Background: an optimization exercise with open tools, aiming at small area and a short achievable clock period. Do not read the settings as production practice.
At most, simulation tests tie the RTL to the original design; equivalence was not proved.

==> exp/juniper: inputs <==
==> flow/design.v <==
module fpa(
  input  wire        clk,
  input  wire        reset,
  input  wire [11:0] A,
  input  wire [11:0] B,
  input  wire [11:0] C,
  input  wire [11:0] D,
  input  wire        pushin,
  output reg         pushout,
  output reg  [11:0] Z
);
  function automatic ge5(input [4:0] a, input [4:0] b);
    reg [4:0] g, n; reg g43, n43, g21, n21, g4_1, n4_1;
    begin
      g = ~a & b; n = ~(a & ~b);
      g43 = g[4] | (n[4] & g[3]);  n43 = n[4] & n[3];
      g21 = g[2] | (n[2] & g[1]);  n21 = n[2] & n[1];
      g4_1 = g43 | (n43 & g21);    n4_1 = n43 & n21;
      ge5 = ~(g4_1 | (n4_1 & g[0]));
    end
  endfunction
  wire [4:0] eA = A[10:6], eB = B[10:6], eC = C[10:6], eD = D[10:6];
  wire gAB = ge5(eA, eB), gAC = ge5(eA, eC), gAD = ge5(eA, eD);
  wire gBC = ge5(eB, eC), gBD = ge5(eB, eD), gCD = ge5(eC, eD);
  wire selA = gAB & gAC & gAD;
  wire selB = ~gAB & gBC & gBD;
  wire selC = ~gAC & ~gBC & gCD;
  wire selD = ~gAD & ~gBD & ~gCD;
  wire [4:0] mx0 = ({5{selA}} & eA) | ({5{selB}} & eB) | ({5{selC}} & eC) | ({5{selD}} & eD);
  reg [5:0] f1A, f1B, f1C, f1D;
  reg [4:0] e1A, e1B, e1C, e1D, mx1;
  reg [3:0] s1;
  reg       v1;
  always @(posedge clk) begin
    f1A <= A[5:0]; f1B <= B[5:0]; f1C <= C[5:0]; f1D <= D[5:0];
    e1A <= eA; e1B <= eB; e1C <= eC; e1D <= eD;
    s1  <= {A[11], B[11], C[11], D[11]};
    mx1 <= mx0;
    v1  <= reset ? 1'b0 : pushin;
  end
  function automatic [10:0] align(input [5:0] f, input [4:0] e, input [4:0] mx);
    reg [4:0] sh; reg [10:0] v;
    begin
      sh = mx - e;
      v = (|e) ? {1'b1, f, 4'b0000} : 11'd0;
      v = sh[0] ? {1'b0, v[10:1]} : v;
      v = sh[1] ? {2'b0, v[10:2]} : v;
      v = sh[2] ? {4'b0, v[10:4]} : v;
      v = sh[3] ? {8'b0, v[10:8]} : v;
      align = sh[4] ? 11'd0 : v;
    end
  endfunction
  reg [10:0] t2A, t2B, t2C, t2D;
  reg [3:0]  s2;
  reg [2:0]  nn2;
  reg [4:0]  mx2;
  reg        v2;
  always @(posedge clk) begin
    t2A <= align(f1A, e1A, mx1);
    t2B <= align(f1B, e1B, mx1);
    t2C <= align(f1C, e1C, mx1);
    t2D <= align(f1D, e1D, mx1);
    s2  <= s1;
    nn2 <= 3'd0 - (s1[3] + s1[2] + s1[1] + s1[0]);
    mx2 <= mx1;
    v2  <= reset ? 1'b0 : v1;
  end
  wire [13:0] q0 = {nn2,  t2A ^ {11{s2[3]}}};
  wire [13:0] q1 = {3'b0, t2B ^ {11{s2[2]}}};
  wire [13:0] q2 = {3'b0, t2C ^ {11{s2[1]}}};
  wire [13:0] q3 = {3'b0, t2D ^ {11{s2[0]}}};
  wire [13:0] a1 = q0 ^ q1 ^ q2;
  wire [13:0] b1 = {(q0[12:0] & q1[12:0]) | (q0[12:0] & q2[12:0]) | (q1[12:0] & q2[12:0]), s2[3]};
  wire [13:0] a2 = a1 ^ b1 ^ q3;
  wire [13:0] b2 = {(a1[12:0] & b1[12:0]) | (a1[12:0] & q3[12:0]) | (b1[12:0] & q3[12:0]), s2[2]};
  reg [13:0] a3, b3;    
  reg [1:0]  s3;
  reg [4:0]  mx3;
  reg        v3;
  always @(posedge clk) begin
    a3  <= a2;
    b3  <= b2;
    s3  <= s2[1:0];
    mx3 <= mx2;
    v3  <= reset ? 1'b0 : v2;
  end
  wire [13:0] g3 = a3 & b3, t3 = a3 | b3;
  wire [13:0] p3 = t3 & ~g3;
  reg [13:0] G, P;
  reg [13:0] Gn, Pn;
  integer i, lv;
  always @* begin
    G = g3; P = t3;
    G[0] = g3[0] | (t3[0] & s3[1]);
    P[0] = 1'b0;
    for (lv = 1; lv < 16; lv = lv * 2) begin
      Gn = G; Pn = P;
      for (i = 0; i < 14; i = i + 1)
        if ((i & lv) != 0) begin
          Gn[i] = G[i] | (P[i] & G[(i & ~(lv - 1)) - 1]);
          Pn[i] = P[i] & P[(i & ~(lv - 1)) - 1];
        end
      G = Gn; P = Pn;
    end
  end
  wire [13:0] cin = {G[12:0], s3[1]};
  wire [13:0] S   = p3 ^ cin;
  wire        sgn = S[13];
  reg [12:0] W4;
  reg        ci4, sgn4;
  reg [4:0]  mx4;
  reg        v4;
  always @(posedge clk) begin
    W4   <= S[12:0] ^ {13{sgn}};
    ci4  <= s3[0] ^ sgn;
    sgn4 <= sgn;
    mx4  <= mx3;
    v4   <= reset ? 1'b0 : v3;
  end
  wire [12:0] M;
  genvar gk;
  assign M[0] = W4[0] ^ ci4;
  generate for (gk = 1; gk < 13; gk = gk + 1) begin : g_inc
    assign M[gk] = W4[gk] ^ (ci4 & (&W4[gk-1:0]));
  end endgenerate
  wire        wz = ~|W4;
  reg [3:0] lzw;
  integer q;
  always @* begin
    lzw = 4'd15;
    for (q = 0; q < 13; q = q + 1)
      if (W4[q]) lzw = 4'd12 - q;
  end
  wire d3 = lzw[3], d2 = lzw[2], d1 = lzw[1], d0 = lzw[0];
  wire [13:0] N1 = d3 ? {M[5:0], 8'd0} : {1'b0, M};
  wire [13:0] N2 = d2 ? {N1[9:0], 4'd0} : N1;
  wire [13:0] N3 = d1 ? {N2[11:0], 2'd0} : N2;
  wire [13:0] N4 = d0 ? {N3[12:0], 1'b0} : N3;
  reg        sgn5, nz5, ov5;
  reg [5:0]  fr5;
  reg [3:0]  lz5;
  reg [4:0]  mx5;
  reg        v5;
  always @(posedge clk) begin
    sgn5 <= sgn4;
    nz5  <= ~wz | ci4;
    ov5  <= N4[13] | wz;             
    fr5  <= N4[13] ? 6'd0 : N4[11:6];
    lz5  <= wz ? 4'd13 : {d3, d2, d1, d0};
    mx5  <= mx4;
    v5   <= reset ? 1'b0 : v4;
  end
  wire [6:0] e7 = {2'b00, mx5} + {6'd0, ov5} + 7'd2 - {3'b000, lz5};
  wire zero  = ~nz5 | e7[6] | ~|e7[5:1];                    
  wire sathi = ~e7[6] & (e7[5] | &e7[4:0]);                  
  wire e30   = ~e7[6] & ~e7[5] & (e7[4:0] == 5'd30);
  wire sat   = sathi | (e30 & fr5[5] & fr5[4] & (|fr5[3:0]));
  wire [11:0] res = zero ? 12'h000 : sat ? {sgn5, 5'b11110, 6'b110000} : {sgn5, e7[4:0], fr5};
  always @(posedge clk) begin
    Z       <= res;
    pushout <= reset ? 1'b0 : v5;
  end
endmodule
==> flow/flow/run.sh <==
#!/bin/bash
set -euo pipefail
export BUFFER_PORTS_ARGS="-buffer_cell sky130_fd_sc_hd__buf_1"
export CTS_ARGS="-sink_clustering_enable -repair_clock_nets -dont_use_dummy_load -buf_list sky130_fd_sc_hd__clkbuf_8"
bash standard.sh > standard.log 2>&1
==> flow/standard.sh <==
#!/bin/bash
# synth_recipe.tcl (not shown) runs the flow's synth.tcl, then flattens the netlist and writes it again
# the make line also repeats each setting of config.mk as NAME=value (left out here)
make -C /OpenROAD-flow-scripts/flow DESIGN_CONFIG=/design/flow/config.mk WORK_HOME=/design/flow/orfs CLKGATE_MAP_FILE= SYNTH_SCRIPT=/design/flow/synth_recipe.tcl "${@:-finish}"
==> flow/config.mk <==
export PLATFORM = sky130hd
export DESIGN_NAME = fpa
export DESIGN_NICKNAME = fpa
export VERILOG_FILES = /design/flow/design.v
export SDC_FILE = /design/flow/constraint.sdc
export NUM_CORES = 4
export LEC_CHECK = 0
export ABC_AREA = 1
export CAP_MARGIN = 20
export CORE_MARGIN = 2
export CORE_UTILIZATION = 40
export CTS_BUF_LIST = sky130_fd_sc_hd__clkbuf_8
export SETUP_SLACK_MARGIN = 2.7
export SLEW_MARGIN = 20
==> flow/constraint.sdc <==
create_clock -name core_clock -period 5.0 [get_ports {clk}]
set_input_delay 1.0000 -clock core_clock [delete_from_list [all_inputs] [get_ports {clk}]]
set_output_delay 1.0000 -clock core_clock [all_outputs]
set_load 0.01 [all_outputs]
==> exp/fjord (differences from exp/juniper) <==
--- a/flow/design.v
+++ b/flow/design.v
@@ -52,7 +52,6 @@
   endfunction
   reg [10:0] t2A, t2B, t2C, t2D;
   reg [3:0]  s2;
-  reg [2:0]  nn2;
   reg [4:0]  mx2;
   reg        v2;
   always @(posedge clk) begin
@@ -61,10 +60,10 @@
     t2C <= align(f1C, e1C, mx1);
     t2D <= align(f1D, e1D, mx1);
     s2  <= s1;
-    nn2 <= 3'd0 - (s1[3] + s1[2] + s1[1] + s1[0]);
     mx2 <= mx1;
     v2  <= reset ? 1'b0 : v1;
   end
+  wire [2:0]  nn2 = 3'd0 - (s2[3] + s2[2] + s2[1] + s2[0]);
   wire [13:0] q0 = {nn2,  t2A ^ {11{s2[3]}}};
   wire [13:0] q1 = {3'b0, t2B ^ {11{s2[2]}}};
   wire [13:0] q2 = {3'b0, t2C ^ {11{s2[1]}}};
@@ -73,25 +72,23 @@
   wire [13:0] b1 = {(q0[12:0] & q1[12:0]) | (q0[12:0] & q2[12:0]) | (q1[12:0] & q2[12:0]), s2[3]};
   wire [13:0] a2 = a1 ^ b1 ^ q3;
   wire [13:0] b2 = {(a1[12:0] & b1[12:0]) | (a1[12:0] & q3[12:0]) | (b1[12:0] & q3[12:0]), s2[2]};
-  reg [13:0] a3, b3;    
+  reg [13:0] g3, p3;
   reg [1:0]  s3;
   reg [4:0]  mx3;
   reg        v3;
   always @(posedge clk) begin
-    a3  <= a2;
-    b3  <= b2;
+    g3  <= a2 & b2;
+    p3  <= a2 ^ b2;
     s3  <= s2[1:0];
     mx3 <= mx2;
     v3  <= reset ? 1'b0 : v2;
   end
-  wire [13:0] g3 = a3 & b3, t3 = a3 | b3;
-  wire [13:0] p3 = t3 & ~g3;
   reg [13:0] G, P;
   reg [13:0] Gn, Pn;
   integer i, lv;
   always @* begin
-    G = g3; P = t3;
-    G[0] = g3[0] | (t3[0] & s3[1]);
+    G = g3; P = p3;
+    G[0] = g3[0] | (p3[0] & s3[1]);
     P[0] = 1'b0;
     for (lv = 1; lv < 16; lv = lv * 2) begin
       Gn = G; Pn = P;
@@ -138,19 +135,17 @@
   wire [13:0] N4 = d0 ? {N3[12:0], 1'b0} : N3;
   reg        sgn5, nz5, ov5;
   reg [5:0]  fr5;
-  reg [3:0]  lz5;
-  reg [4:0]  mx5;
+  reg [5:0]  k5;
   reg        v5;
   always @(posedge clk) begin
     sgn5 <= sgn4;
     nz5  <= ~wz | ci4;
     ov5  <= N4[13] | wz;             
     fr5  <= N4[13] ? 6'd0 : N4[11:6];
-    lz5  <= wz ? 4'd13 : {d3, d2, d1, d0};
-    mx5  <= mx4;
+    k5   <= {1'b0, mx4} - {2'b00, (wz ? 4'd13 : lzw)};    
     v5   <= reset ? 1'b0 : v4;
   end
-  wire [6:0] e7 = {2'b00, mx5} + {6'd0, ov5} + 7'd2 - {3'b000, lz5};
+  wire [6:0] e7 = {k5[5], k5} + {6'd0, ov5} + 7'd2;
   wire zero  = ~nz5 | e7[6] | ~|e7[5:1];                    
   wire sathi = ~e7[6] & (e7[5] | &e7[4:0]);                  
   wire e30   = ~e7[6] & ~e7[5] & (e7[4:0] == 5'd30);
Settings changed: ABC_AREA 1 to unset.
==> results.toml <==
[status]
status = "complete, no violations"

[sta]
period_needed_ns = 2.226

[synth]
ys_ff_latch = 199

[final_layout]
multi_input_cells = 759

[critical_path]
cp.required_ns = 5.34

[power]
power.switching_w = 0.002731

[clock_network]
clkSinkCount = 199

[global_routing]
grt_max_degree = 22
# the run above: exp/juniper

==> results.toml <==
[status]
status = "complete, no violations"

[global_routing]
grt_max_degree = 21
grt_pass1_wl_um = 31340

[synth]
ys_ff_latch = 193

[sta]
period_needed_ns = 2.356

[final_layout]
multi_input_cells = 667
drive_above_1_share = 0.1671

[critical_path]
cp.required_ns = 5.37
# the run above: exp/fjord

Function not checked in exp/juniper: the RTL went through the layout flow alone.

## separate check: timing with driven ports
In the flow no input, the clock included, has a driving cell. The finished layouts below were timed again as built, in two steps. Step 1, drivers: a clkbuf_16 drives clk and a buf_2 each remaining input, both assumed. Step 2 times the ports against the registers' clock, not the clock port: input delays grow and output delays shrink by t, the midpoint of the rising clock arrivals with the driver on. a / b / c = ideal ports / drivers / drivers and shift; a / b = the first two.
| run | t, ns | setup WS [ns] | hold WS [ns] |
|---|---|---|---|
| exp/juniper | 0.499 | 2.774 / 2.774 / 2.462 | 0.312 / 0.312 / 0.312 |
| exp/fjord | 0.481 | 2.644 / 2.644 / 2.352 | 0.328 / 0.328 / 0.328 |
After both steps setup and hold are still met in every run listed. For exp/juniper, which loses most, drivers alone change the setup slack by 0.000 ns; drivers and shift together by -0.312 ns.
